This design comes from an exercise in tuning for small area on the open sky130 flow, not from production work.
At most, simulation tests tie the RTL to the original design; equivalence was not proved.
The RTL of runs 1 to 3 was laid out without a check of its function.

File: flow/design.v
module gos_ha (input logic a, b, output logic s, c);
  assign s = a ^ b;
  assign c = a & b;
endmodule
module gos_fa (input logic a, b, ci, output logic s, co);
  assign s  = a ^ b ^ ci;
  assign co = (a & b) | (ci & (a ^ b));
endmodule
module gos_xor2 (input logic a, b, output logic y);
  assign y = a ^ b;
endmodule
module gos_a21o (input logic a1, a2, b1, output logic y);
  assign y = (a1 & a2) | b1;
endmodule
module gos_colsum (input logic d0, d1, s, output logic c0, c1);
  gos_xor2 u_x (.a(d0), .b(s), .y(c0));
  gos_a21o u_o (.a1(d0), .a2(s), .b1(d1), .y(c1));
endmodule
module gos_cellnext #(parameter U1Z = 0) (
    input  logic u0, u1, k, n0, s,
    input  logic nsel_f, sel_h, sel_l, sel_s,
    input  logic lg, sv,
    output logic d
);
  logic u1e, f;
  assign u1e = U1Z ? 1'b0 : u1;
  assign f = ~nsel_f & ~u1e & (u0 ^ k) & (n0 | s);
  assign d = f | (sel_h & s) | (sel_l & lg) | (sel_s & sv);
endmodule
module gos_add3 #(parameter N = 3) (input logic a, b, ci, output logic s, co);
  if (N == 3) begin : g3
    gos_fa u (.a(a), .b(b), .ci(ci), .s(s), .co(co));
  end else if (N == 2) begin : g2
    gos_ha u (.a(a), .b(b), .s(s), .c(co));
  end else begin : g1
    assign s  = a;
    assign co = 1'b0;
  end
endmodule
module gos_sbit #(parameter NY = 4) (
    input logic [3:0] z, input logic hs,
    input logic [3:0] y, input logic sq,
    output logic d
);
  logic [3:0] ze;
  assign ze = z & ((4'b1 << NY) - 4'b1);
  assign d = (ze[0] & y[0]) | (ze[1] & y[1]) | (ze[2] & y[2]) | (ze[3] & y[3]) | (hs & sq);
endmodule
module gos_life (
    input  logic [299:0] g,
    input  logic [299:0] lg,
    input  logic [299:0] sv,
    input  logic nsel_f, sel_h, sel_l, sel_s,
    output logic [299:0] gn,
    output logic [299:0] pn0, pk, pu0, pu1, pc0, pc1
);
  logic [299:0] d0, d1, c0, c1, n0, k, u0, u1;
  genvar x, y;
  for (y = 0; y < 15; y++) begin : row
    for (x = 0; x < 20; x++) begin : col
      localparam int I = y * 20 + x;
      if (y > 0 && y < 14) begin : gd
        gos_ha u_d (.a(g[I-20]), .b(g[I+20]), .s(d0[I]), .c(d1[I]));
        gos_colsum u_c (.d0(d0[I]), .d1(d1[I]), .s(g[I]), .c0(c0[I]), .c1(c1[I]));
      end else if (y == 0) begin : gt
        assign d0[I] = g[I+20];
        assign d1[I] = 1'b0;
        gos_ha u_c (.a(d0[I]), .b(g[I]), .s(c0[I]), .c(c1[I]));
      end else begin : gb
        assign d0[I] = g[I-20];
        assign d1[I] = 1'b0;
        gos_ha u_c (.a(d0[I]), .b(g[I]), .s(c0[I]), .c(c1[I]));
      end
    end
  end
  for (y = 0; y < 15; y++) begin : row2
    for (x = 0; x < 20; x++) begin : col2
      localparam int I = y * 20 + x;
      localparam int NL = (x > 0 ? 1 : 0) + (x < 19 ? 1 : 0);
      localparam int NH = NL + ((y > 0 && y < 14) ? 1 : 0);
      logic lo_b, lo_c, hi_a, hi_b, hi_c;
      logic l0, l1, r0, r1;
      if (x > 0) begin : gl
        assign l0 = c0[I-1];
        assign l1 = c1[I-1];
      end else begin : gl0
        assign l0 = 1'b0;
        assign l1 = 1'b0;
      end
      if (x < 19) begin : gr
        assign r0 = c0[I+1];
        assign r1 = c1[I+1];
      end else begin : gr0
        assign r0 = 1'b0;
        assign r1 = 1'b0;
      end
      assign lo_b = (x > 0) ? l0 : r0;
      assign lo_c = (x > 0 && x < 19) ? r0 : 1'b0;
      gos_add3 #(.N(NL + 1)) u_lo (.a(d0[I]), .b(lo_b), .ci(lo_c), .s(n0[I]), .co(k[I]));
      if (y > 0 && y < 14) begin : gh3
        assign hi_a = d1[I];
        assign hi_b = (x > 0) ? l1 : r1;
        assign hi_c = (x > 0 && x < 19) ? r1 : 1'b0;
      end else begin : gh2
        assign hi_a = (x > 0) ? l1 : r1;
        assign hi_b = (x > 0 && x < 19) ? r1 : 1'b0;
        assign hi_c = 1'b0;
      end
      gos_add3 #(.N(NH)) u_hi (.a(hi_a), .b(hi_b), .ci(hi_c), .s(u0[I]), .co(u1[I]));
      gos_cellnext #(.U1Z(NH == 1 ? 1 : 0)) u_n (
          .u0(u0[I]), .u1(u1[I]), .k(k[I]), .n0(n0[I]), .s(g[I]),
          .nsel_f(nsel_f), .sel_h(sel_h), .sel_l(sel_l), .sel_s(sel_s),
          .lg(lg[I]), .sv(sv[I]), .d(gn[I]));
    end
  end
  assign pn0 = n0;
  assign pk  = k;
  assign pu0 = u0;
  assign pu1 = u1;
  assign pc0 = c0;
  assign pc1 = c1;
endmodule
module gos_gen (
    input  logic [299:0] s,
    input  logic rst, reset,
    output logic [299:0] sn
);
  logic [299:0] x, y;
  logic [300:0] c;
  logic [3:0] z;
  logic hs;
  assign c[1] = s[0];
  assign x[0] = ~s[0];
  genvar i;
  for (i = 1; i < 300; i++) begin : inc
    if (i < 299) begin : h
      gos_ha u (.a(s[i]), .b(c[i]), .s(x[i]), .c(c[i+1]));
    end else begin : t
      gos_xor2 u (.a(s[i]), .b(c[i]), .y(x[i]));
    end
  end
  for (i = 0; i < 300; i++) begin : xs
    if (i < 297) begin : g
      gos_xor2 u (.a(x[i]), .b(x[i+3]), .y(y[i]));
    end else begin : t
      assign y[i] = x[i];
    end
  end
  gos_selgen u_sel (.rst(rst), .reset(reset), .sh(y[1:0]), .z(z), .hs(hs));
  for (i = 0; i < 300; i++) begin : sb
    localparam int NY = (i < 3) ? i + 1 : 4;
    logic [3:0] yy;
    assign yy[0] = y[i];
    assign yy[1] = (i >= 1) ? y[(i >= 1) ? i-1 : 0] : 1'b0;
    assign yy[2] = (i >= 2) ? y[(i >= 2) ? i-2 : 0] : 1'b0;
    assign yy[3] = (i >= 3) ? y[(i >= 3) ? i-3 : 0] : 1'b0;
    gos_sbit #(.NY(NY)) u (.z(z), .hs(hs), .y(yy), .sq(s[i]), .d(sn[i]));
  end
endmodule
module gos_selgen (input logic rst, reset, input logic [1:0] sh,
                   output logic [3:0] z, output logic hs);
  assign z  = {4{~rst & reset}} & (4'b1 << sh);
  assign hs = ~rst & ~reset;
endmodule
module gos_vga (
    input  logic rst,
    input  logic [5:0] hs, vs,
    input  logic [4:0] hc,
    input  logic [3:0] vc,
    output logic [5:0] hs_n, vs_n,
    output logic [4:0] hc_n,
    output logic [3:0] vc_n,
    output logic hsync, vsync,
    output logic [19:0] colsel,
    output logic [14:0] rowsel
);
  logic hwrap, hsw, vadv, vwrap, vsw;
  assign hwrap = (hc == 5'd26) && (hs == 6'd16);
  assign hsw   = (hs == 6'd39);
  assign hs_n  = (rst || hwrap || hsw) ? 6'd0 : hs + 6'd1;
  assign hc_n  = (rst || hwrap) ? 5'd0 : (hsw ? hc + 5'd1 : hc);
  assign vadv  = (hc == 5'd20) && (hs == 6'd0);
  assign vwrap = (vc == 4'd15) && (vs == 6'd28);
  assign vsw   = (vs == 6'd39);
  assign vs_n  = rst ? 6'd0 : (vadv ? ((vwrap || vsw) ? 6'd0 : vs + 6'd1) : vs);
  assign vc_n  = rst ? 4'd0 : (vadv ? (vwrap ? 4'd0 : (vsw ? vc + 4'd1 : vc)) : vc);
  assign hsync = ((hc == 5'd20) && (hs != 6'd0)) || (hc == 5'd21) || (hc == 5'd22) ||
                 ((hc == 5'd23) && (hs <= 6'd8));
  assign vsync = (vc == 4'd15) && (vs >= 6'd1) && (vs <= 6'd4);
  for (genvar i = 0; i < 20; i++) begin : cs
    assign colsel[i] = (hc == 5'(i));
  end
  for (genvar i = 0; i < 15; i++) begin : rs
    assign rowsel[i] = (vc == 4'(i));
  end
endmodule
module gos_aoi222 (input logic a1, a2, b1, b2, c1, c2, output logic y);
  assign y = ~((a1 & a2) | (b1 & b2) | (c1 & c2));
endmodule
module gos_aoi22 (input logic a1, a2, b1, b2, output logic y);
  assign y = ~((a1 & a2) | (b1 & b2));
endmodule
module gos_rowpix (input logic [19:0] g, colsel, input logic rowsel, output logic yn);
  logic [6:0] t;
  for (genvar i = 0; i < 6; i++) begin : a
    gos_aoi222 u (.a1(g[3*i]), .a2(colsel[3*i]), .b1(g[3*i+1]), .b2(colsel[3*i+1]),
                  .c1(g[3*i+2]), .c2(colsel[3*i+2]), .y(t[i]));
  end
  gos_aoi22 u6 (.a1(g[18]), .a2(colsel[18]), .b1(g[19]), .b2(colsel[19]), .y(t[6]));
  gos_rowcomb u_c (.t(t), .rowsel(rowsel), .yn(yn));
endmodule
module gos_rowcomb (input logic [6:0] t, input logic rowsel, output logic yn);
  assign yn = ~(rowsel & ~(&t));
endmodule
module gos_pixel (input logic [299:0] g, input logic [19:0] colsel, input logic [14:0] rowsel, input logic rst,
                  output logic pix);
  logic [14:0] rn;
  for (genvar r = 0; r < 15; r++) begin : rr
    gos_rowpix u (.g(g[r*20 +: 20]), .colsel(colsel), .rowsel(rowsel[r]), .yn(rn[r]));
  end
  gos_pixcomb u_c (.rn(rn), .rst(rst), .pix(pix));
endmodule
module gos_pixcomb (input logic [14:0] rn, input logic rst, output logic pix);
  assign pix = ~rst & ~(&rn);
endmodule
module gos_count (
    input  logic [299:0] g, pn0, pk, pu0, pu1, pc0, pc1,
    output logic [8:0] n
);
  logic t1, t2, t3, t4, t5, t6, t7, t8, t9, t10, t11, t12, t13, t14, t15, t16, t17, t18, t19, t20, t21, t22, t23, t24, t25, t26, t27, t28, t29, t30, t31, t32, t33, t34, t35, t36, t37, t38, t39, t40, t41, t42, t43, t44, t45, t46, t47, t48, t49, t50, t51, t52, t53, t54, t55, t56, t57, t58, t59, t60, t61, t62, t63, t64, t65, t66, t67, t68, t69, t70, t71, t72, t73, t74, t75, t76, t77, t78, t79, t80, t81, t82, t83, t84, t85, t86, t87, t88, t89, t90, t91, t92, t93, t94, t95, t96, t97, t98, t99, t100, t101, t102, t103, t104, t105, t106, t107, t108, t109, t110, t111, t112, t113, t114, t115, t116, t117, t118, t119, t120, t121, t122, t123, t124, t125, t126, t127, t128, t129, t130, t131, t132, t133, t134, t135, t136, t137, t138, t139, t140, t141, t142, t143, t144, t145, t146, t147, t148, t149, t150, t151, t152, t153, t154, t155, t156, t157, t158, t159, t160, t161, t162, t163, t164, t165, t166, t167, t168, t169, t170, t171, t172, t173, t174, t175, t176, t177, t178, t179, t180, t181, t182, t183, t184, t185, t186, t187, t188, t189, t190, t191, t192, t193, t194, t195, t196, t197, t198, t199, t200, t201, t202, t203, t204, t205, t206, t207, t208, t209, t210, t211, t212, t213, t214, t215, t216, t217, t218, t219, t220, t221, t222, t223, t224, t225, t226, t227, t228, t229, t230, t231, t232, t233, t234, t235, t236, t237, t238, t239, t240, t241, t242, t243, t244, t245, t246, t247, t248, t249, t250, t251, t252, t253, t254, t255, t256, t257, t258, t259, t260, t261, t262, t263, t264, t265, t266, t267, t268, t269, t270, t271, t272, t273, t274, t275, t276, t277, t278, t279, t280, t281, t282, t283, t284, t285, t286, t287, t288, t289, t290, t291, t292, t293, t294, t295, t296, t297, t298, t299, t300, t301, t302, t303, t304, t305, t306, t307, t308, t309, t310, t311, t312, t313, t314, t315, t316, t317, t318, t319, t320, t321, t322, t323, t324, t325, t326, t327, t328, t329, t330, t331, t332;
  gos_fa u_t1 (.a(pn0[21]), .b(g[21]), .ci(pn0[24]), .s(t1), .co(t2));
  gos_fa u_t3 (.a(g[24]), .b(pn0[27]), .ci(g[27]), .s(t3), .co(t4));
  gos_fa u_t5 (.a(pn0[30]), .b(g[30]), .ci(pn0[33]), .s(t5), .co(t6));
  gos_fa u_t7 (.a(g[33]), .b(pn0[36]), .ci(g[36]), .s(t7), .co(t8));
  gos_fa u_t9 (.a(pc0[38]), .b(pc0[39]), .ci(pn0[81]), .s(t9), .co(t10));
  gos_fa u_t11 (.a(g[81]), .b(pn0[84]), .ci(g[84]), .s(t11), .co(t12));
  gos_fa u_t13 (.a(pn0[87]), .b(g[87]), .ci(pn0[90]), .s(t13), .co(t14));
  gos_fa u_t15 (.a(g[90]), .b(pn0[93]), .ci(g[93]), .s(t15), .co(t16));
  gos_fa u_t17 (.a(pn0[96]), .b(g[96]), .ci(pc0[98]), .s(t17), .co(t18));
  gos_fa u_t19 (.a(pc0[99]), .b(pn0[141]), .ci(g[141]), .s(t19), .co(t20));
  gos_fa u_t21 (.a(pn0[144]), .b(g[144]), .ci(pn0[147]), .s(t21), .co(t22));
  gos_fa u_t23 (.a(g[147]), .b(pn0[150]), .ci(g[150]), .s(t23), .co(t24));
  gos_fa u_t25 (.a(pn0[153]), .b(g[153]), .ci(pn0[156]), .s(t25), .co(t26));
  gos_fa u_t27 (.a(g[156]), .b(pc0[158]), .ci(pc0[159]), .s(t27), .co(t28));
  gos_fa u_t29 (.a(pn0[201]), .b(g[201]), .ci(pn0[204]), .s(t29), .co(t30));
  gos_fa u_t31 (.a(g[204]), .b(pn0[207]), .ci(g[207]), .s(t31), .co(t32));
  gos_fa u_t33 (.a(pn0[210]), .b(g[210]), .ci(pn0[213]), .s(t33), .co(t34));
  gos_fa u_t35 (.a(g[213]), .b(pn0[216]), .ci(g[216]), .s(t35), .co(t36));
  gos_fa u_t37 (.a(pc0[218]), .b(pc0[219]), .ci(pn0[261]), .s(t37), .co(t38));
  gos_fa u_t39 (.a(g[261]), .b(pn0[264]), .ci(g[264]), .s(t39), .co(t40));
  gos_fa u_t41 (.a(pn0[267]), .b(g[267]), .ci(pn0[270]), .s(t41), .co(t42));
  gos_fa u_t43 (.a(g[270]), .b(pn0[273]), .ci(g[273]), .s(t43), .co(t44));
  gos_fa u_t45 (.a(pn0[276]), .b(g[276]), .ci(pc0[278]), .s(t45), .co(t46));
  gos_fa u_t47 (.a(pc0[279]), .b(t1), .ci(t3), .s(t47), .co(t48));
  gos_fa u_t49 (.a(t5), .b(t7), .ci(t9), .s(t49), .co(t50));
  gos_fa u_t51 (.a(t11), .b(t13), .ci(t15), .s(t51), .co(t52));
  gos_fa u_t53 (.a(t17), .b(t19), .ci(t21), .s(t53), .co(t54));
  gos_fa u_t55 (.a(t23), .b(t25), .ci(t27), .s(t55), .co(t56));
  gos_fa u_t57 (.a(t29), .b(t31), .ci(t33), .s(t57), .co(t58));
  gos_fa u_t59 (.a(t35), .b(t37), .ci(t39), .s(t59), .co(t60));
  gos_fa u_t61 (.a(t41), .b(t43), .ci(t45), .s(t61), .co(t62));
  gos_fa u_t63 (.a(t47), .b(t49), .ci(t51), .s(t63), .co(t64));
  gos_fa u_t65 (.a(t53), .b(t55), .ci(t57), .s(t65), .co(t66));
  gos_fa u_t67 (.a(t59), .b(t61), .ci(t63), .s(t67), .co(t68));
  gos_ha u_t69 (.a(t65), .b(t67), .s(t69), .c(t70));
  gos_fa u_t71 (.a(pk[21]), .b(pu0[21]), .ci(pk[24]), .s(t71), .co(t72));
  gos_fa u_t73 (.a(pu0[24]), .b(pk[27]), .ci(pu0[27]), .s(t73), .co(t74));
  gos_fa u_t75 (.a(pk[30]), .b(pu0[30]), .ci(pk[33]), .s(t75), .co(t76));
  gos_fa u_t77 (.a(pu0[33]), .b(pk[36]), .ci(pu0[36]), .s(t77), .co(t78));
  gos_fa u_t79 (.a(pc1[38]), .b(pc1[39]), .ci(pk[81]), .s(t79), .co(t80));
  gos_fa u_t81 (.a(pu0[81]), .b(pk[84]), .ci(pu0[84]), .s(t81), .co(t82));
  gos_fa u_t83 (.a(pk[87]), .b(pu0[87]), .ci(pk[90]), .s(t83), .co(t84));
  gos_fa u_t85 (.a(pu0[90]), .b(pk[93]), .ci(pu0[93]), .s(t85), .co(t86));
  gos_fa u_t87 (.a(pk[96]), .b(pu0[96]), .ci(pc1[98]), .s(t87), .co(t88));
  gos_fa u_t89 (.a(pc1[99]), .b(pk[141]), .ci(pu0[141]), .s(t89), .co(t90));
  gos_fa u_t91 (.a(pk[144]), .b(pu0[144]), .ci(pk[147]), .s(t91), .co(t92));
  gos_fa u_t93 (.a(pu0[147]), .b(pk[150]), .ci(pu0[150]), .s(t93), .co(t94));
  gos_fa u_t95 (.a(pk[153]), .b(pu0[153]), .ci(pk[156]), .s(t95), .co(t96));
  gos_fa u_t97 (.a(pu0[156]), .b(pc1[158]), .ci(pc1[159]), .s(t97), .co(t98));
  gos_fa u_t99 (.a(pk[201]), .b(pu0[201]), .ci(pk[204]), .s(t99), .co(t100));
  gos_fa u_t101 (.a(pu0[204]), .b(pk[207]), .ci(pu0[207]), .s(t101), .co(t102));
  gos_fa u_t103 (.a(pk[210]), .b(pu0[210]), .ci(pk[213]), .s(t103), .co(t104));
  gos_fa u_t105 (.a(pu0[213]), .b(pk[216]), .ci(pu0[216]), .s(t105), .co(t106));
  gos_fa u_t107 (.a(pc1[218]), .b(pc1[219]), .ci(pk[261]), .s(t107), .co(t108));
  gos_fa u_t109 (.a(pu0[261]), .b(pk[264]), .ci(pu0[264]), .s(t109), .co(t110));
  gos_fa u_t111 (.a(pk[267]), .b(pu0[267]), .ci(pk[270]), .s(t111), .co(t112));
  gos_fa u_t113 (.a(pu0[270]), .b(pk[273]), .ci(pu0[273]), .s(t113), .co(t114));
  gos_fa u_t115 (.a(pk[276]), .b(pu0[276]), .ci(pc1[278]), .s(t115), .co(t116));
  gos_fa u_t117 (.a(pc1[279]), .b(t2), .ci(t4), .s(t117), .co(t118));
  gos_fa u_t119 (.a(t6), .b(t8), .ci(t10), .s(t119), .co(t120));
  gos_fa u_t121 (.a(t12), .b(t14), .ci(t16), .s(t121), .co(t122));
  gos_fa u_t123 (.a(t18), .b(t20), .ci(t22), .s(t123), .co(t124));
  gos_fa u_t125 (.a(t24), .b(t26), .ci(t28), .s(t125), .co(t126));
  gos_fa u_t127 (.a(t30), .b(t32), .ci(t34), .s(t127), .co(t128));
  gos_fa u_t129 (.a(t36), .b(t38), .ci(t40), .s(t129), .co(t130));
  gos_fa u_t131 (.a(t42), .b(t44), .ci(t46), .s(t131), .co(t132));
  gos_fa u_t133 (.a(t48), .b(t50), .ci(t52), .s(t133), .co(t134));
  gos_fa u_t135 (.a(t54), .b(t56), .ci(t58), .s(t135), .co(t136));
  gos_fa u_t137 (.a(t60), .b(t62), .ci(t64), .s(t137), .co(t138));
  gos_fa u_t139 (.a(t66), .b(t68), .ci(t70), .s(t139), .co(t140));
  gos_fa u_t141 (.a(t71), .b(t73), .ci(t75), .s(t141), .co(t142));
  gos_fa u_t143 (.a(t77), .b(t79), .ci(t81), .s(t143), .co(t144));
  gos_fa u_t145 (.a(t83), .b(t85), .ci(t87), .s(t145), .co(t146));
  gos_fa u_t147 (.a(t89), .b(t91), .ci(t93), .s(t147), .co(t148));
  gos_fa u_t149 (.a(t95), .b(t97), .ci(t99), .s(t149), .co(t150));
  gos_fa u_t151 (.a(t101), .b(t103), .ci(t105), .s(t151), .co(t152));
  gos_fa u_t153 (.a(t107), .b(t109), .ci(t111), .s(t153), .co(t154));
  gos_fa u_t155 (.a(t113), .b(t115), .ci(t117), .s(t155), .co(t156));
  gos_fa u_t157 (.a(t119), .b(t121), .ci(t123), .s(t157), .co(t158));
  gos_fa u_t159 (.a(t125), .b(t127), .ci(t129), .s(t159), .co(t160));
  gos_fa u_t161 (.a(t131), .b(t133), .ci(t135), .s(t161), .co(t162));
  gos_fa u_t163 (.a(t137), .b(t139), .ci(t141), .s(t163), .co(t164));
  gos_fa u_t165 (.a(t143), .b(t145), .ci(t147), .s(t165), .co(t166));
  gos_fa u_t167 (.a(t149), .b(t151), .ci(t153), .s(t167), .co(t168));
  gos_fa u_t169 (.a(t155), .b(t157), .ci(t159), .s(t169), .co(t170));
  gos_fa u_t171 (.a(t161), .b(t163), .ci(t165), .s(t171), .co(t172));
  gos_fa u_t173 (.a(t167), .b(t169), .ci(t171), .s(t173), .co(t174));
  gos_fa u_t175 (.a(pu1[21]), .b(pu1[24]), .ci(pu1[27]), .s(t175), .co(t176));
  gos_fa u_t177 (.a(pu1[30]), .b(pu1[33]), .ci(pu1[36]), .s(t177), .co(t178));
  gos_fa u_t179 (.a(pu1[81]), .b(pu1[84]), .ci(pu1[87]), .s(t179), .co(t180));
  gos_fa u_t181 (.a(pu1[90]), .b(pu1[93]), .ci(pu1[96]), .s(t181), .co(t182));
  gos_fa u_t183 (.a(pu1[141]), .b(pu1[144]), .ci(pu1[147]), .s(t183), .co(t184));
  gos_fa u_t185 (.a(pu1[150]), .b(pu1[153]), .ci(pu1[156]), .s(t185), .co(t186));
  gos_fa u_t187 (.a(pu1[201]), .b(pu1[204]), .ci(pu1[207]), .s(t187), .co(t188));
  gos_fa u_t189 (.a(pu1[210]), .b(pu1[213]), .ci(pu1[216]), .s(t189), .co(t190));
  gos_fa u_t191 (.a(pu1[261]), .b(pu1[264]), .ci(pu1[267]), .s(t191), .co(t192));
  gos_fa u_t193 (.a(pu1[270]), .b(pu1[273]), .ci(pu1[276]), .s(t193), .co(t194));
  gos_fa u_t195 (.a(t72), .b(t74), .ci(t76), .s(t195), .co(t196));
  gos_fa u_t197 (.a(t78), .b(t80), .ci(t82), .s(t197), .co(t198));
  gos_fa u_t199 (.a(t84), .b(t86), .ci(t88), .s(t199), .co(t200));
  gos_fa u_t201 (.a(t90), .b(t92), .ci(t94), .s(t201), .co(t202));
  gos_fa u_t203 (.a(t96), .b(t98), .ci(t100), .s(t203), .co(t204));
  gos_fa u_t205 (.a(t102), .b(t104), .ci(t106), .s(t205), .co(t206));
  gos_fa u_t207 (.a(t108), .b(t110), .ci(t112), .s(t207), .co(t208));
  gos_fa u_t209 (.a(t114), .b(t116), .ci(t118), .s(t209), .co(t210));
  gos_fa u_t211 (.a(t120), .b(t122), .ci(t124), .s(t211), .co(t212));
  gos_fa u_t213 (.a(t126), .b(t128), .ci(t130), .s(t213), .co(t214));
  gos_fa u_t215 (.a(t132), .b(t134), .ci(t136), .s(t215), .co(t216));
  gos_fa u_t217 (.a(t138), .b(t140), .ci(t142), .s(t217), .co(t218));
  gos_fa u_t219 (.a(t144), .b(t146), .ci(t148), .s(t219), .co(t220));
  gos_fa u_t221 (.a(t150), .b(t152), .ci(t154), .s(t221), .co(t222));
  gos_fa u_t223 (.a(t156), .b(t158), .ci(t160), .s(t223), .co(t224));
  gos_fa u_t225 (.a(t162), .b(t164), .ci(t166), .s(t225), .co(t226));
  gos_fa u_t227 (.a(t168), .b(t170), .ci(t172), .s(t227), .co(t228));
  gos_fa u_t229 (.a(t174), .b(t175), .ci(t177), .s(t229), .co(t230));
  gos_fa u_t231 (.a(t179), .b(t181), .ci(t183), .s(t231), .co(t232));
  gos_fa u_t233 (.a(t185), .b(t187), .ci(t189), .s(t233), .co(t234));
  gos_fa u_t235 (.a(t191), .b(t193), .ci(t195), .s(t235), .co(t236));
  gos_fa u_t237 (.a(t197), .b(t199), .ci(t201), .s(t237), .co(t238));
  gos_fa u_t239 (.a(t203), .b(t205), .ci(t207), .s(t239), .co(t240));
  gos_fa u_t241 (.a(t209), .b(t211), .ci(t213), .s(t241), .co(t242));
  gos_fa u_t243 (.a(t215), .b(t217), .ci(t219), .s(t243), .co(t244));
  gos_fa u_t245 (.a(t221), .b(t223), .ci(t225), .s(t245), .co(t246));
  gos_fa u_t247 (.a(t227), .b(t229), .ci(t231), .s(t247), .co(t248));
  gos_fa u_t249 (.a(t233), .b(t235), .ci(t237), .s(t249), .co(t250));
  gos_fa u_t251 (.a(t239), .b(t241), .ci(t243), .s(t251), .co(t252));
  gos_fa u_t253 (.a(t245), .b(t247), .ci(t249), .s(t253), .co(t254));
  gos_ha u_t255 (.a(t251), .b(t253), .s(t255), .c(t256));
  gos_fa u_t257 (.a(t176), .b(t178), .ci(t180), .s(t257), .co(t258));
  gos_fa u_t259 (.a(t182), .b(t184), .ci(t186), .s(t259), .co(t260));
  gos_fa u_t261 (.a(t188), .b(t190), .ci(t192), .s(t261), .co(t262));
  gos_fa u_t263 (.a(t194), .b(t196), .ci(t198), .s(t263), .co(t264));
  gos_fa u_t265 (.a(t200), .b(t202), .ci(t204), .s(t265), .co(t266));
  gos_fa u_t267 (.a(t206), .b(t208), .ci(t210), .s(t267), .co(t268));
  gos_fa u_t269 (.a(t212), .b(t214), .ci(t216), .s(t269), .co(t270));
  gos_fa u_t271 (.a(t218), .b(t220), .ci(t222), .s(t271), .co(t272));
  gos_fa u_t273 (.a(t224), .b(t226), .ci(t228), .s(t273), .co(t274));
  gos_fa u_t275 (.a(t230), .b(t232), .ci(t234), .s(t275), .co(t276));
  gos_fa u_t277 (.a(t236), .b(t238), .ci(t240), .s(t277), .co(t278));
  gos_fa u_t279 (.a(t242), .b(t244), .ci(t246), .s(t279), .co(t280));
  gos_fa u_t281 (.a(t248), .b(t250), .ci(t252), .s(t281), .co(t282));
  gos_fa u_t283 (.a(t254), .b(t256), .ci(t257), .s(t283), .co(t284));
  gos_fa u_t285 (.a(t259), .b(t261), .ci(t263), .s(t285), .co(t286));
  gos_fa u_t287 (.a(t265), .b(t267), .ci(t269), .s(t287), .co(t288));
  gos_fa u_t289 (.a(t271), .b(t273), .ci(t275), .s(t289), .co(t290));
  gos_fa u_t291 (.a(t277), .b(t279), .ci(t281), .s(t291), .co(t292));
  gos_fa u_t293 (.a(t283), .b(t285), .ci(t287), .s(t293), .co(t294));
  gos_fa u_t295 (.a(t289), .b(t291), .ci(t293), .s(t295), .co(t296));
  gos_fa u_t297 (.a(t258), .b(t260), .ci(t262), .s(t297), .co(t298));
  gos_fa u_t299 (.a(t264), .b(t266), .ci(t268), .s(t299), .co(t300));
  gos_fa u_t301 (.a(t270), .b(t272), .ci(t274), .s(t301), .co(t302));
  gos_fa u_t303 (.a(t276), .b(t278), .ci(t280), .s(t303), .co(t304));
  gos_fa u_t305 (.a(t282), .b(t284), .ci(t286), .s(t305), .co(t306));
  gos_fa u_t307 (.a(t288), .b(t290), .ci(t292), .s(t307), .co(t308));
  gos_fa u_t309 (.a(t294), .b(t296), .ci(t297), .s(t309), .co(t310));
  gos_fa u_t311 (.a(t299), .b(t301), .ci(t303), .s(t311), .co(t312));
  gos_fa u_t313 (.a(t305), .b(t307), .ci(t309), .s(t313), .co(t314));
  gos_ha u_t315 (.a(t311), .b(t313), .s(t315), .c(t316));
  gos_fa u_t317 (.a(t298), .b(t300), .ci(t302), .s(t317), .co(t318));
  gos_fa u_t319 (.a(t304), .b(t306), .ci(t308), .s(t319), .co(t320));
  gos_fa u_t321 (.a(t310), .b(t312), .ci(t314), .s(t321), .co(t322));
  gos_fa u_t323 (.a(t316), .b(t317), .ci(t319), .s(t323), .co(t324));
  gos_ha u_t325 (.a(t321), .b(t323), .s(t325), .c(t326));
  gos_fa u_t327 (.a(t318), .b(t320), .ci(t322), .s(t327), .co(t328));
  gos_fa u_t329 (.a(t324), .b(t326), .ci(t327), .s(t329), .co(t330));
  gos_ha u_t331 (.a(t328), .b(t330), .s(t331), .c(t332));
  assign n = {t332, t331, t329, t325, t315, t295, t255, t173, t69};
endmodule
module gos_display (
    input  logic [8:0] n,
    input  logic rst, tick,
    input  logic [1:0] kp,
    input  logic [3:0] code,
    output logic [1:0] kp_n,
    output logic [3:0] code_n,
    output logic [7:0] segment_pins,
    output logic [3:0] display_select
);
  logic [3:0] ones, tens;
  logic [1:0] hund;
  gos_bcd2 u_bcd (.n(n), .ones(ones), .tens(tens), .hund(hund));
  gos_dispsel u_sel (.ones(ones), .tens(tens), .hund(hund), .rst(rst), .tick(tick), .kp(kp),
                     .code(code), .kp_n(kp_n), .code_n(code_n));
  gos_seg u_seg (.code(code), .kp(kp), .segment_pins(segment_pins), .display_select(display_select));
endmodule
module gos_dd3 #(parameter TOP0 = 0) (input logic [3:0] x, output logic [3:0] y);
  logic x3;
  assign x3 = TOP0 ? 1'b0 : x[3];
  assign y[3] = x3 | (x[2] & x[0]) | (x[2] & x[1]);
  assign y[2] = (x3 & x[0]) | (x[2] & ~x[1] & ~x[0]);
  assign y[1] = (x3 & ~x[0]) | (~x[2] & x[1]) | (x[1] & x[0]);
  assign y[0] = (x3 & ~x[0]) | (~x3 & ~x[2] & x[0]) | (x[2] & x[1] & ~x[0]);
endmodule
module gos_bcd2 (input logic [8:0] n, output logic [3:0] ones, tens, output logic [1:0] hund);
  logic [3:0] a1,a2,a3,a4,a5,a6,b1,b2,b3;
  gos_dd3 #(1) u1 (.x({1'b0,n[8:6]}), .y(a1));
  gos_dd3 #(0) u2 (.x({a1[2:0],n[5]}), .y(a2));
  gos_dd3 #(0) u3 (.x({a2[2:0],n[4]}), .y(a3));
  gos_dd3 #(0) u4 (.x({a3[2:0],n[3]}), .y(a4));
  gos_dd3 #(1) v1 (.x({1'b0,a1[3],a2[3],a3[3]}), .y(b1));
  gos_dd3 #(0) u5 (.x({a4[2:0],n[2]}), .y(a5));
  gos_dd3 #(0) v2 (.x({b1[2:0],a4[3]}), .y(b2));
  gos_dd3 #(0) u6 (.x({a5[2:0],n[1]}), .y(a6));
  gos_dd3 #(0) v3 (.x({b2[2:0],a5[3]}), .y(b3));
  assign ones = {a6[2:0], n[0]};
  assign tens = {b3[2:0], a6[3]};
  assign hund = {b2[3], b3[3]};   
endmodule
module gos_dispsel (input logic [3:0] ones, tens, input logic [1:0] hund,
    input logic rst, tick, input logic [1:0] kp, input logic [3:0] code,
    output logic [1:0] kp_n, output logic [3:0] code_n);
  logic [1:0] k; logic [3:0] dig;
  assign k = kp + 2'd1;
  always_comb case (k) 2'd0: dig = ones; 2'd1: dig = tens; 2'd2: dig = {2'b0,hund}; default: dig = 4'd0; endcase
  assign kp_n   = rst ? 2'd3 : (tick ? k : kp);
  assign code_n = rst ? 4'd15 : (tick ? dig : code);
endmodule
module gos_seg (input logic [3:0] code, input logic [1:0] kp, output logic [7:0] segment_pins, output logic [3:0] display_select);
  always_comb begin
    case (code)
      4'd0: segment_pins = 8'h3f; 4'd1: segment_pins = 8'h06; 4'd2: segment_pins = 8'h5b; 4'd3: segment_pins = 8'h4f;
      4'd4: segment_pins = 8'h66; 4'd5: segment_pins = 8'h6d; 4'd6: segment_pins = 8'h7d; 4'd7: segment_pins = 8'h07;
      4'd8: segment_pins = 8'h7f; 4'd9: segment_pins = 8'h6f; default: segment_pins = 8'h00;
    endcase
  end
  assign display_select = (code == 4'd15) ? 4'd0 : (4'd1 << kp);
endmodule
module game_of_silicon (
    input logic clk,
    input logic rst,
    input logic reset,
    input logic load,
    input logic [299:0] load_grid,
    output logic [299:0] grid_out,
    output logic [7:0] segment_pins,
    output logic [3:0] display_select,
    output logic [2:0] rgb,
    output logic vsync,
    output logic hsync
);
  logic [299:0] grid, gen;
  logic [6:0]   tcnt;       
  logic [1:0]   kp;
  logic [3:0]   code;
  logic [5:0]   hs, vs;
  logic [4:0]   hc;
  logic [3:0]   vc;
  logic         pix_q;
  logic [299:0] grid_n, gen_n;
  logic [6:0]   tcnt_n;
  logic [1:0]   kp_n;
  logic [3:0]   code_n;
  logic [5:0]   hs_n, vs_n;
  logic [4:0]   hc_n;
  logic [3:0]   vc_n;
  logic         pix;
  always_ff @(posedge clk) begin
    grid  <= grid_n;
    gen   <= gen_n;
    tcnt  <= tcnt_n;
    kp    <= kp_n;
    code  <= code_n;
    hs    <= hs_n;
    vs    <= vs_n;
    hc    <= hc_n;
    vc    <= vc_n;
    pix_q <= pix;
  end
  logic tick_display, tick_generation;
  gos_ticks u_ticks (.rst(rst), .t(tcnt), .t_n(tcnt_n), .td(tick_display), .tg(tick_generation));
  logic nsel_f, sel_h, sel_l, sel_s;
  gos_gridsel u_gsel (.rst(rst), .load(load), .reset(reset), .step(tick_generation),
                      .nsel_f(nsel_f), .sel_h(sel_h), .sel_l(sel_l), .sel_s(sel_s));
  logic [299:0] pn0, pk, pu0, pu1, pc0, pc1;
  gos_life u_life (.g(grid), .lg(load_grid), .sv(gen), .nsel_f(nsel_f), .sel_h(sel_h),
                   .sel_l(sel_l), .sel_s(sel_s), .gn(grid_n),
                   .pn0(pn0), .pk(pk), .pu0(pu0), .pu1(pu1), .pc0(pc0), .pc1(pc1));
  gos_gen u_gen (.s(gen), .rst(rst), .reset(reset), .sn(gen_n));
  logic [8:0] n;
  gos_count u_cnt (.g(grid), .pn0(pn0), .pk(pk), .pu0(pu0), .pu1(pu1), .pc0(pc0), .pc1(pc1), .n(n));
  gos_display u_disp (.n(n), .rst(rst), .tick(tick_display), .kp(kp), .code(code),
                      .kp_n(kp_n), .code_n(code_n), .segment_pins(segment_pins),
                      .display_select(display_select));
  logic [19:0] colsel;
  logic [14:0] rowsel;
  gos_vga u_vga (.rst(rst), .hs(hs), .vs(vs), .hc(hc), .vc(vc), .hs_n(hs_n), .vs_n(vs_n),
                 .hc_n(hc_n), .vc_n(vc_n), .hsync(hsync), .vsync(vsync),
                 .colsel(colsel), .rowsel(rowsel));
  gos_pixel u_pix (.g(grid), .colsel(colsel), .rowsel(rowsel), .rst(rst), .pix(pix));
  assign grid_out = grid;
  assign rgb = {pix_q, 1'b0, pix_q};
endmodule
module gos_ticks (input logic rst, input logic [6:0] t, output logic [6:0] t_n,
                  output logic td, tg);
  assign td  = (t[3:0] == 4'hf);
  assign tg  = (t == 7'd63);
  assign t_n = rst ? 7'd8 : t + 7'd1;
endmodule
module gos_gridsel (input logic rst, load, reset, step,
                    output logic nsel_f, sel_h, sel_l, sel_s);
  assign sel_l  = ~rst & load;
  assign sel_s  = ~rst & ~load & ~reset;
  assign sel_h  = ~rst & ~load & reset & ~step;
  assign nsel_f = ~(~rst & ~load & reset & step);
endmodule
File: flow/run.sh
#!/bin/bash
# synth_recipe.tcl (not shown) runs the flow's synth.tcl, then flattens the netlist and writes it again
# the make line also repeats each setting of config.mk as NAME=value (left out here)
make -C /OpenROAD-flow-scripts/flow DESIGN_CONFIG=/design/flow/config.mk WORK_HOME=/design/flow/orfs CLKGATE_MAP_FILE= SYNTH_SCRIPT=/design/flow/synth_recipe.tcl finish
File: flow/config.mk
export PLATFORM = sky130hd
export DESIGN_NAME = game_of_silicon
export DESIGN_NICKNAME = game_of_silicon
export VERILOG_FILES = /design/flow/design.v
export SDC_FILE = /design/flow/constraint.sdc
export NUM_CORES = 8
export LEC_CHECK = 0
export ABC_AREA = 0
export CAP_MARGIN = 0
export CORE_MARGIN = 2
export CORE_UTILIZATION = 65
export CTS_BUF_LIST = sky130_fd_sc_hd__clkbuf_2 sky130_fd_sc_hd__clkbuf_4
export SLEW_MARGIN = 0
export SYNTH_HIERARCHICAL = 1
File: flow/constraint.sdc
create_clock -name core_clock -period 400.0 [get_ports {clk}]
set_input_delay 80.0000 -clock core_clock [delete_from_list [all_inputs] [get_ports {clk}]]
set_output_delay 80.0000 -clock core_clock [all_outputs]
set_load 0.01 [all_outputs]
==> results of run 1 <==
==> placed cells by master (no fill, tap or decap), drive strengths merged, types with 296 or more instances in the layout <==
master and instances:
nor2 340, fa 665, ha 722, o41ai 296
xnor2 311, dfxtp 635, a222oi 690, xor2 562
clkdlybuf4s50 618, nand2 325, a22oi 314
==> area by class of cell <==
| type | instances | area [sq um] |
|---|---|---|
| antenna | 11 | 27.5 |
| tap | 1254 | 1570 |
| fill | 6488 | 21200 |
| clock inverter | 56 | 287 |
| multi-input combinational | 4732 | 48100 |
| timing repair buffer | 753 | 7220 |
| sequential | 635 | 12700 |
| inverter | 41 | 154 |
| clock buffer | 275 | 2060 |
==> flip-flops by register name, summed over array words and instances (netlist names), 4 cells and up <==
name  cells
vs        6
gen     300
hc        5
hs        6
grid    300
tcnt      7
code      4
vc        4
==> worst max-delay path, cell delays in order, from the launching register on <==
cell             delay, ns
dfxtp_1               0.37
inv_1                 0.06
ha_1                  0.20
inv_1                 0.06
or4_1                 0.10
o21ai_0               0.06
a211oi_1              0.62
clkdlybuf4s50_1       0.68
==> layer usage <==
layer / wire length, microns / global-route usage (%) / vias up / part of all wire, %
li1: - / - / 24100 / -
met1: 82500 / 60.8 / 28000 / 34
met2: 102000 / 71.1 / 5046 / 42
met3: 36600 / 16.5 / 1136 / 15
met4: 21000 / 35.6 / 12 / 8.7
met5: 70 / 0 / - / 0.029
==> worst paths after layout <==
check,start,end,cells past startpoint
worst max register to register,gen[0],gen[296],302
worst min register to register,tcnt[0],tcnt[0],1
worst min-delay path,tcnt[0],tcnt[0],1
worst max-delay path,hs[0],hsync,7
==> metrics by stage <==
stage	cell area, sq um	hold slack [ns]	worst slack [ns]	util, %
after floorplan	61200	0.413	303.80	-
after global placement	69800	0.428	316.03	74.7
after detailed placement	69800	0.445	315.89	74.7
after CTS	72100	0.461	316.67	77.3
after global routing	72100	0.485	316.56	77.3
final	72100	0.460	316.68	77.3
==> run notes, run 1 <==
status complete, no violations; post-DR vias/cell 7.52; vias in the first global route 58,400; TritonCTS Buffers 190; reg2reg setup slack between 300 and 400 ns; initial core utilization 65.6%; Vias between 50,000 and 60,000; largest net degree at the start of global routing about 180; half-perimeter wire length after placement about 180,000 microns; CTS root buffer clkbuf_4; Worst Path Required 320.00 ns; final RePlAce weighted congestion 1.00; CTS Hold Bufs 0; critical path fanouts, max 4; DIE HEIGHT ~310 microns; Tmin final approximately 83 ns; Placed Cells 7,415; synthesized area about 61,000 sq um; CP Class reg -> out; WL final about 240,000 microns; final setup violation count 0; die area between 90,000 and 100,000 sq um; Fin. Hold Viols 0; Worst-Skew Late Latency between 1 and 1.5 ns; core footprint ~93,000 sq um; antenna-violating nets left 0; fin nets 8,044; Cell Count, Final, Fillers Out 7,757; gr usage total approximately half; Overflow after GRT 0; I/O pin total 621; setup repair bufs after CTS 0; Worst Tran Pin Value 1.26 ns; final clock skew just under 0.07 ns; Syn-to-layout area delta 17.9%; post-route DRC violation count 0; HP Class reg -> reg; relative slew slack about 16%; CTS tree yes; share of layout cells above drive strength 1 around 7.3%; Fmax achieved approximately 12 MHz; H-Tree Depth 4; maxcap violations 0; max-slew violation count 0; first-pass GRT wire length roughly 360,000 microns; cts repair resizes 0; RSZ-0062 raised after global routing no; Longest Clk Path Bufs 3; fin crit share between 20% and 30%; Die Span X around 310 microns; syn_area_per_cell 11.2 sq um; number of I/O port buffers 618; initial detailed-routing violation count around 12,000; First-pass DRT Iterations 17; initial antenna violation count 9; CP Launch Type flop; CP arrival about 3.3 ns; Final TNS setup 0 ns; cells after synthesis roughly 5,500; Yosys warnings 9; Worst setup EP type output port; routed wire length per instance 31.2 microns; clk sinks between 600 and 700; Row Count 112; clock-pin slew on the worst setup and hold paths about 0.07 ns; Net Count, Synth just over 7,000
==> run 2, diff against run 1 <==
--- a/flow/config.mk
+++ b/flow/config.mk
@@ -8,7 +8,7 @@
 export ABC_AREA = 0
-export CAP_MARGIN = 0
+export CAP_MARGIN = 20
 export CORE_MARGIN = 2
 export CORE_UTILIZATION = 65
-export CTS_BUF_LIST = sky130_fd_sc_hd__clkbuf_2 sky130_fd_sc_hd__clkbuf_4
-export SLEW_MARGIN = 0
+export CTS_BUF_LIST = sky130_fd_sc_hd__clkbuf_4 sky130_fd_sc_hd__clkbuf_8
+export SLEW_MARGIN = 20
 export SYNTH_HIERARCHICAL = 1
==> run 2 against run 1 <==
Against the previous run: final cell count is 1.5% lower; worst setup slack worse by 0.16 ns; non-clock buffer count is the same; critical path type is now in -> reg.
==> run notes, run 2 <==
status complete, no violations; clk sinks 635; Top Family by Delay on Critical Path buffers and inverters; relative slew slack a little over a fifth; fin util 77.6%; TritonCTS Buffers approximately 120; synthesized area about 61,000 sq um; CP Launch Type input pin; Top Registers gen (300), grid (300), tcnt (7); crit-path most repeated cell buf_4; DIE HEIGHT between 300 and 400 microns; fin nets roughly 8,000; most frequent cells in the layout 722 x ha_1, 690 x a222oi_1, 665 x fa_1, 635 x dfxtp_1, 618 x clkdlybuf4s50_1; final clock skew 0.0432 ns; CP max stage delay ~0.94 ns; H-Tree Depth 3; Overflow after GRT 0; half-perimeter wire length after placement ~180,000 microns; WL final roughly 240,000 microns; first-pass GRT wire length about 360,000 microns; Worst Path Required 400.72 ns; maxcap violations 0; Worst path slowest cell buf_4; CP Class in -> reg; antenna-violating nets left 0; syn_area_per_cell ~11 sq um; max-slew violation count 0; highest metal used met5; final setup violation count 0; critical path fanouts, max 82; Final TNS setup 0 ns; met1 WL a little over 80,000 microns; setup repair bufs after CTS 0; clock-pin slew on the worst setup and hold paths ~0.070 ns; gr usage total 48.8%; final RePlAce weighted congestion about 1.0; Fmax achieved roughly 12 MHz; I/O pin total 621; Vias 58,000; Longest Clk Path Bufs 3; Min Hold Slack around 0.46 ns; CTS tree yes; CTS Hold Bufs 0; die area just under 100,000 sq um; initial core utilization 65.6%; initial detailed-routing violation count ~11,000; Worst Tran Pin Value approximately 1.2 ns; CP cell instances clkdlybuf4s50_1, nor4b_4, buf_4, buf_4, buf_4, a222oi_1, o41ai_1; Met3 Wirelength 36,400 microns; vias in the first global route 57,900; routed wire length per instance 31.6 microns; Row Count between 100 and 150; share of layout cells above drive strength 1 between 6 and 7%; fin crit share a little over a fifth; Syn-to-layout area delta 18.3%; Worst setup EP type flop; most common cell after layout, fill and taps aside ha_1; HP Class reg -> reg; Die Span X ~310 microns; post-route DRC violation count 0; post-DR vias/cell between 7 and 8; initial antenna violation count 13; CP arrival 84.20 ns; Final WS setup roughly 320 ns; cts repair resizes 0; CTS root buffer clkbuf_8; Net Count, Synth 7,148; cells after synthesis 5,457; Fin. Hold Viols 0; core footprint a little over 90,000 sq um; Met2 Wirelength 102,000 microns; First-pass DRT Iterations 17; RSZ-0062 raised after global routing no; Yosys warnings 9; Tmin final between 80 and 90 ns; largest net degree at the start of global routing 179; number of I/O port buffers 618; Worst-Skew Late Latency 0.86 ns; post-place setup slack approximately 320 ns; worst path bufs/invs 4
## run 2: area by class of cell
class / count / area, sq um
Sequential cell: 635 / 12700
Antenna cell: 6 / 15.0
Clock buffer: 193 / 2410
Timing Repair Buffer: 753 / 7220
Inverter: 41 / 154
Clock inverter: 28 / 239
Multi-Input combinational cell: 4732 / 48100
Tap cell: 1254 / 1570
Fill cell: 6407 / 20900
## run 2: final timing paths
check	startpoint	endpoint	slack, ns	cells past startpoint
setup / recovery	reset	grid[155]	316.52	7
hold / removal	tcnt[0]	tcnt[0]	0.46	1
setup reg to reg	gen[0]	gen[296]	343.75	302
hold reg to reg	tcnt[0]	tcnt[0]	0.46	1
## run 2: per-stage QoR
stage               area, sq um  cells
floorplan                 61200   5457
global placement          69800   7415
detailed placement        69800   7415
CTS                       72400   7636
global route              72400   7639
finish                    72400   7642
## run 2: per-layer routing
layer  global-route usage [%]  vias to the layer above
li1                         -                    23900
met2                     71.2                     5107
met3                     15.8                     1115
met4                     35.2                       18
met1                     60.9                    27900
met5                    0.247                        -
## run 2: worst register-to-register path: cells and delay by family (launching register included)
kind / cells / cell delay, ns
adder cells (fa/ha/maj): 298 / 54.96
AO/OA/AOI/OAI: 1 / 0.33
AND/OR/NAND/NOR: 1 / 0.08
flip-flops: 1 / 0.35
XOR/XNOR: 2 / 0.41
==> run 3, diff against run 2 <==
==> flow/flow/run.sh (new file) <==
#!/bin/bash
set -o pipefail
cp standard.sh standard_copy.txt
export BUFFER_PORTS_ARGS="-buffer_cell sky130_fd_sc_hd__buf_1"
bash standard.sh > standard_run.log 2>&1
==> flow/standard.sh (new file) <==
#!/bin/bash
# synth_recipe.tcl (not shown) runs the flow's synth.tcl, then flattens the netlist and writes it again
# the make line also repeats each setting of config.mk as NAME=value (left out here)
make -C /OpenROAD-flow-scripts/flow DESIGN_CONFIG=/design/flow/config.mk WORK_HOME=/design/flow/orfs CLKGATE_MAP_FILE= SYNTH_SCRIPT=/design/flow/synth_recipe.tcl "${@:-finish}"
removed: flow/run.sh
==> run 3 against run 2 <==
Against the previous run: die area unchanged; non-clock buffer count increased by 1; sequential share of layout area increased by 0.99 points; worst setup slack improved by 0.72 ns; clock skew about the same.
==> run notes, run 3 <==
status complete, no violations; reg2reg setup slack about 340 ns; Placed Area roughly 66,000 sq um; max-slew violation count 0; final setup violation count 0; CTS Hold Bufs 0; number of I/O port buffers 618; fin nets 7,973; Fin. Hold Viols 0; Worst setup EP type flop; syn_area_per_cell 11.2 sq um; routed wire length per instance roughly 32 microns; Overflow after GRT 0; half-perimeter wire length after placement ~180,000 microns; First-pass DRT Iterations 14; setup repair bufs after CTS 0; Die Span X slightly above 300 microns; CP cell instances buf_1, and4b_4, buf_4, buf_4, a222oi_1, nand2_1; Net Count, Synth around 7,100; HP Class reg -> reg; FF-to-FF path depth approximately 300; CP Class in -> reg; hold depth 1; WL final about 240,000 microns; synthesized area 61,200 sq um; initial antenna violation count 7; CTS root buffer clkbuf_8; Min Hold Slack between 0.4 and 0.5 ns; Crit path depth 6; critical path fanouts, max 89; cts repair resizes 0; Placed Cells 7,413; # fillers approximately 7,000; core footprint 93,300 sq um; Yosys warnings 9; CP max stage delay between 0.9 and 1 ns; Vias 57,600; clock-pin slew on the worst setup and hold paths 0.06 ns; post-DR vias/cell 7.54; clk sinks between 600 and 700; post-route DRC violation count 0; Tmin final 82.76 ns; maxcap violations 0; Row Count approximately 110; relative slew slack between 15 and 20%; post-route cell area ~70,000 sq um; H-Tree Depth 3; initial core utilization between 60% and 70%; Top Registers gen (300), grid (300), tcnt (7); CP Launch Type input pin; gr usage total 48.9%; fin crit share 20.7%; Worst Tran Pin Value 1.26 ns; final RePlAce weighted congestion 1.00; Worst path slowest cell buf_4; TritonCTS Buffers between 100 and 150; Worst-Skew Late Latency between 0.8 and 0.9 ns; Fmax achieved about 12 MHz; CP arrival about 84 ns; vias in the first global route 56,800; antenna-violating nets left 0; RSZ-0062 raised after global routing no; reg2reg end gen[296]; worst path bufs/invs 3; Top Family by Delay on Critical Path buffers and inverters; Final TNS setup 0 ns; initial detailed-routing violation count between 10,000 and 15,000; Worst Path Required 400.74 ns; final clock skew approximately 0.044 ns; Cell Count, Final, Fillers Out approximately 7,600; Syn-to-layout area delta 12.0%; Worst Min Path Start tcnt[0]; share of layout cells above drive strength 1 6.30%; most frequent cells in the layout 722 x ha_1, 690 x a222oi_1, 665 x fa_1, 635 x dfxtp_1, 618 x buf_1; CTS tree yes; Longest Clk Path Bufs 3; largest net degree at the start of global routing between 150 and 200; DIE HEIGHT roughly 310 microns; crit-path most repeated cell buf_4; launching point of the worst reg2reg path gen[1]; cells after synthesis 5,457; I/O pin total a little over 600; die area around 97,000 sq um; first-pass GRT wire length between 300,000 and 400,000 microns; most common cell after layout, fill and taps aside ha_1; hold path endpoint tcnt[0]
-- run 3: layer usage --
metal	global-route usage [%]	share of wire (%)	vias to the layer above
met3	15.0	14	974
met5	0	0.021	-
met4	33.9	8.4	8
met2	71.3	42	4753
li1	-	-	23800
met1	61.9	35	28000
-- run 3: area by class of cell --
type	instances	area [sq um]	area share (%)
clock buffer	196	2480	3.62
sequential	635	12700	18.5
antenna	3	7.51	0.0110
timing repair buffer	754	3400	4.96
inverter	41	154	0.224
tap	1254	1570	2.29
multi-input combinational	4732	48100	70.2
clock inverter	21	138	0.201
-- run 3: through the flow --
step                utilization (%)  setup slack (ns)
finish                         73.5            317.24
global route                   73.5            317.19
CTS                            73.4            317.47
detailed placement             70.6            316.65
global placement               70.6            316.76
floorplan                         -            303.80
-- run 3: worst reg2reg max path: cells and delay by family, from the launching register on --
kind | cells | cell delay (ns)
flip-flops | 1 | 0.33
AND/OR/NAND/NOR | 1 | 0.08
adder cells (fa/ha/maj) | 298 | 55.04
XOR/XNOR | 2 | 0.42
AO/OA/AOI/OAI | 1 | 0.32
-- run 3: how the worst max path moves through the flow --
| stage | start | to | slack, ns |
|---|---|---|---|
| floorplan | load | grid[0] | 303.80 |
| global placement | reset | gen[138] | 316.76 |
| detailed placement | reset | gen[163] | 316.65 |
| CTS | hs[0] | hsync | 317.47 |
| global route | reset | gen[148] | 317.19 |
| finish | reset | gen[163] | 317.24 |
==> run 4, diff against run 3 <==
--- a/flow/design.v
+++ b/flow/design.v
@@ -193,33 +193,16 @@
   for (genvar i = 0; i < 15; i++) begin : rs
-    assign rowsel[i] = (vc == 4'(i));
+    assign rowsel[i] = ~rst && (vc == 4'(i));
   end
 endmodule
-module gos_aoi222 (input logic a1, a2, b1, b2, c1, c2, output logic y);
-  assign y = ~((a1 & a2) | (b1 & b2) | (c1 & c2));
-endmodule
-module gos_aoi22 (input logic a1, a2, b1, b2, output logic y);
-  assign y = ~((a1 & a2) | (b1 & b2));
-endmodule
-module gos_rowpix (input logic [19:0] g, colsel, input logic rowsel, output logic yn);
-  logic [6:0] t;
-  for (genvar i = 0; i < 6; i++) begin : a
-    gos_aoi222 u (.a1(g[3*i]), .a2(colsel[3*i]), .b1(g[3*i+1]), .b2(colsel[3*i+1]),
-                  .c1(g[3*i+2]), .c2(colsel[3*i+2]), .y(t[i]));
-  end
-  gos_aoi22 u6 (.a1(g[18]), .a2(colsel[18]), .b1(g[19]), .b2(colsel[19]), .y(t[6]));
-  gos_rowcomb u_c (.t(t), .rowsel(rowsel), .yn(yn));
-endmodule
-module gos_rowcomb (input logic [6:0] t, input logic rowsel, output logic yn);
-  assign yn = ~(rowsel & ~(&t));
-endmodule
-module gos_pixel (input logic [299:0] g, input logic [19:0] colsel, input logic [14:0] rowsel, input logic rst,
-                  output logic pix);
-  logic [14:0] rn;
+module gos_pixel (
+    input  logic [299:0] g,
+    input  logic [19:0] colsel,
+    input  logic [14:0] rowsel,
+    output logic pix
+);
+  logic [14:0] rv;
   for (genvar r = 0; r < 15; r++) begin : rr
-    gos_rowpix u (.g(g[r*20 +: 20]), .colsel(colsel), .rowsel(rowsel[r]), .yn(rn[r]));
+    assign rv[r] = |(g[r*20 +: 20] & colsel);
   end
-  gos_pixcomb u_c (.rn(rn), .rst(rst), .pix(pix));
-endmodule
-module gos_pixcomb (input logic [14:0] rn, input logic rst, output logic pix);
-  assign pix = ~rst & ~(&rn);
+  assign pix = |(rv & rowsel);
 endmodule
@@ -518,3 +501,3 @@
                  .colsel(colsel), .rowsel(rowsel));
-  gos_pixel u_pix (.g(grid), .colsel(colsel), .rowsel(rowsel), .rst(rst), .pix(pix));
+  gos_pixel u_pix (.g(grid), .colsel(colsel), .rowsel(rowsel), .pix(pix));
   assign grid_out = grid;
==> flow/run.sh (new file) <==
#!/bin/bash
# synth_recipe.tcl (not shown) runs the flow's synth.tcl, then flattens the netlist and writes it again
# the make line also repeats each setting of config.mk as NAME=value (left out here)
make -C /OpenROAD-flow-scripts/flow DESIGN_CONFIG=/design/flow/config.mk WORK_HOME=/design/flow/orfs CLKGATE_MAP_FILE= SYNTH_SCRIPT=/design/flow/synth_recipe.tcl finish
--- a/flow/config.mk
+++ b/flow/config.mk
@@ -10,4 +10,3 @@
 export CORE_MARGIN = 2
-export CORE_UTILIZATION = 65
-export CTS_BUF_LIST = sky130_fd_sc_hd__clkbuf_4 sky130_fd_sc_hd__clkbuf_8
+export CORE_UTILIZATION = 40
 export SLEW_MARGIN = 20
removed: flow/flow/run.sh
removed: flow/standard.sh
==> run 4 against run 3 <==
Against the previous run: first-iteration DRC count down 18%; highest routed layer unchanged; worst setup slack worse by 0.47 ns; still clean; via count down 0.66%.
==> run notes, run 4 <==
status complete, no violations; share of layout cells above drive strength 1 6.14%; CTS tree yes; Worst path slowest cell a211oi_1; Row Count ~140; CP Class reg -> out; Setup crit end hsync; Min Hold Slack roughly 0.45 ns; Top Family by Delay on Critical Path compound AO/OA/AOI/OAI gates; most common cell after layout, fill and taps aside ha_1; CP max stage delay around 0.75 ns; Top Registers gen (300), grid (300), tcnt (7); area taken by multi-input logic gates 48,400 sq um; CTS root buffer clkbuf_16; half-perimeter wire length after placement about 210,000 microns; launching point of the worst reg2reg path gen[1]; relative slew slack 10.4%; reg2reg setup slack roughly 340 ns; first-pass GRT wire length between 300,000 and 400,000 microns; vias in the first global route around 57,000; Fin. Hold Viols 0; post-route DRC violation count 0; most frequent cells in the layout 721 x ha_1, 665 x fa_1, 635 x dfxtp_1, 618 x clkdlybuf4s50_1, 600 x a222oi_1; Longest Clk Path Bufs 3; I/O pin total just over 600; RSZ-0062 raised after global routing no; maxcap violations 0; initial core utilization around 40%; Placed Cells 8,301; number of I/O port buffers 618; CP cell instances inv_1, ha_1, or4b_1, o21ai_0, a211oi_1, clkdlybuf4s50_1; Reg area approximately 13,000 sq um; critical path fanouts, max 7; H-Tree Depth 3; fin util approximately 48%; post-route cell area approximately 74,000 sq um; cells after synthesis 5,521; Worst Path Required between 300 and 400 ns; Final TNS setup 0 ns; Syn-to-layout area delta 20.8%; WL final roughly 270,000 microns; CTS Hold Bufs 0; Placed Area 71,500 sq um; Net Count, Synth approximately 7,200; Vias 57,200; reg2reg end gen[296]; largest net degree at the start of global routing 169; routed wire length per instance ~32 microns; DIE HEIGHT roughly 400 microns; synthesized area 61,600 sq um; Worst setup EP type output port; Crit. Startpoint hs[0]; clk sinks approximately 640; clock-pin slew on the worst setup and hold paths roughly 0.06 ns; Tmin final 83.24 ns; HP Class reg -> reg; die area roughly 160,000 sq um; syn_area_per_cell 11.2 sq um; core footprint between 150,000 and 200,000 sq um; cts repair resizes 0; gr usage total between 30% and 40%; fin crit share between 20% and 30%; final clock skew 0.0442 ns; antenna-violating nets left 0; First-pass DRT Iterations 13; post-place setup slack 316.28 ns; Worst-Skew Late Latency approximately 0.73 ns; initial detailed-routing violation count between 9,000 and 10,000; initial antenna violation count 4; Yosys warnings 9; Overflow after GRT 0; final RePlAce weighted congestion around 0.96; fin nets between 8,000 and 9,000; Crit path depth 6; # fillers approximately 14,000; Die Span X between 300 and 400 microns; CP Launch Type flop; CP arrival between 3 and 4 ns; Cell Count, Final, Fillers Out approximately 8,500; Fmax achieved approximately 12 MHz; final setup violation count 0; max-slew violation count 0; Final WS setup 316.76 ns; Worst Tran Pin Value approximately 1.3 ns; setup repair bufs after CTS 0; worst path bufs/invs 2; FF-to-FF path depth 302; post-DR vias/cell slightly below 7; TritonCTS Buffers 87
run 4: worst min path at each step:
stage	start	endpoint	slack (ns)	depth (start not counted)
6_report	tcnt[0]	tcnt[0]	0.45	1
2_1_floorplan	tcnt[0]	tcnt[0]	0.41	1
3_3_place_gp	tcnt[0]	tcnt[0]	0.43	1
5_1_grt	tcnt[0]	tcnt[0]	0.51	1
3_5_place_dp	tcnt[0]	tcnt[0]	0.43	1
4_1_cts	tcnt[0]	tcnt[0]	0.45	1
run 4: cell type report:
class / count / area share (%)
Antenna cell: 4 / 0.0134
Clock buffer: 127 / 3.47
Clock inverter: 31 / 0.479
Inverter: 39 / 0.197
Multi-Input combinational cell: 4778 / 65.1
Sequential cell: 635 / 17.1
Tap cell: 2044 / 3.44
Timing Repair Buffer: 805 / 10.2
run 4: per-layer routing:
metal	track usage, %	share of wire, %	vias up
met5	0	0.012	-
met4	21.4	7.0	6
met3	8.90	11	780
met2	50.3	43	3968
met1	44.2	39	28500
li1	-	-	24000

-- static timing again, ports no longer ideal --
In the flow no input, the clock included, has a driving cell. The finished layouts below were timed again as built, in two steps.
Step 1 (the two cells are an assumption about what drives the block):
set clk [get_ports {clk}]
set_driving_cell -lib_cell sky130_fd_sc_hd__clkbuf_16 $clk
set_driving_cell -lib_cell sky130_fd_sc_hd__buf_2 [delete_from_list [all_inputs] $clk]
Step 2 times the ports against the registers' clock, not the clock port: input delays grow and output delays shrink by t, the midpoint of the rising clock arrivals with the driver on.
a / b / c = no drivers / after step 1 / after step 2; a / b = the first two.
run | t (ns) | slack for setup (ns) | worst setup path after step 2
run 1 | 1.246 | 316.684 / 316.610 / 315.673 | input to register
run 2 | 0.915 | 316.520 / 316.570 / 315.655 | input to register
run 3 | 0.903 | 317.235 / 317.292 / 316.389 | input to register
run 4 | 0.796 | 316.761 / 316.676 / 316.115 | input to register
After both steps setup and hold are still met in every run listed. The setup slack of run 1, which loses most, moves by -0.074 ns with the drivers and by -1.011 ns with both steps.
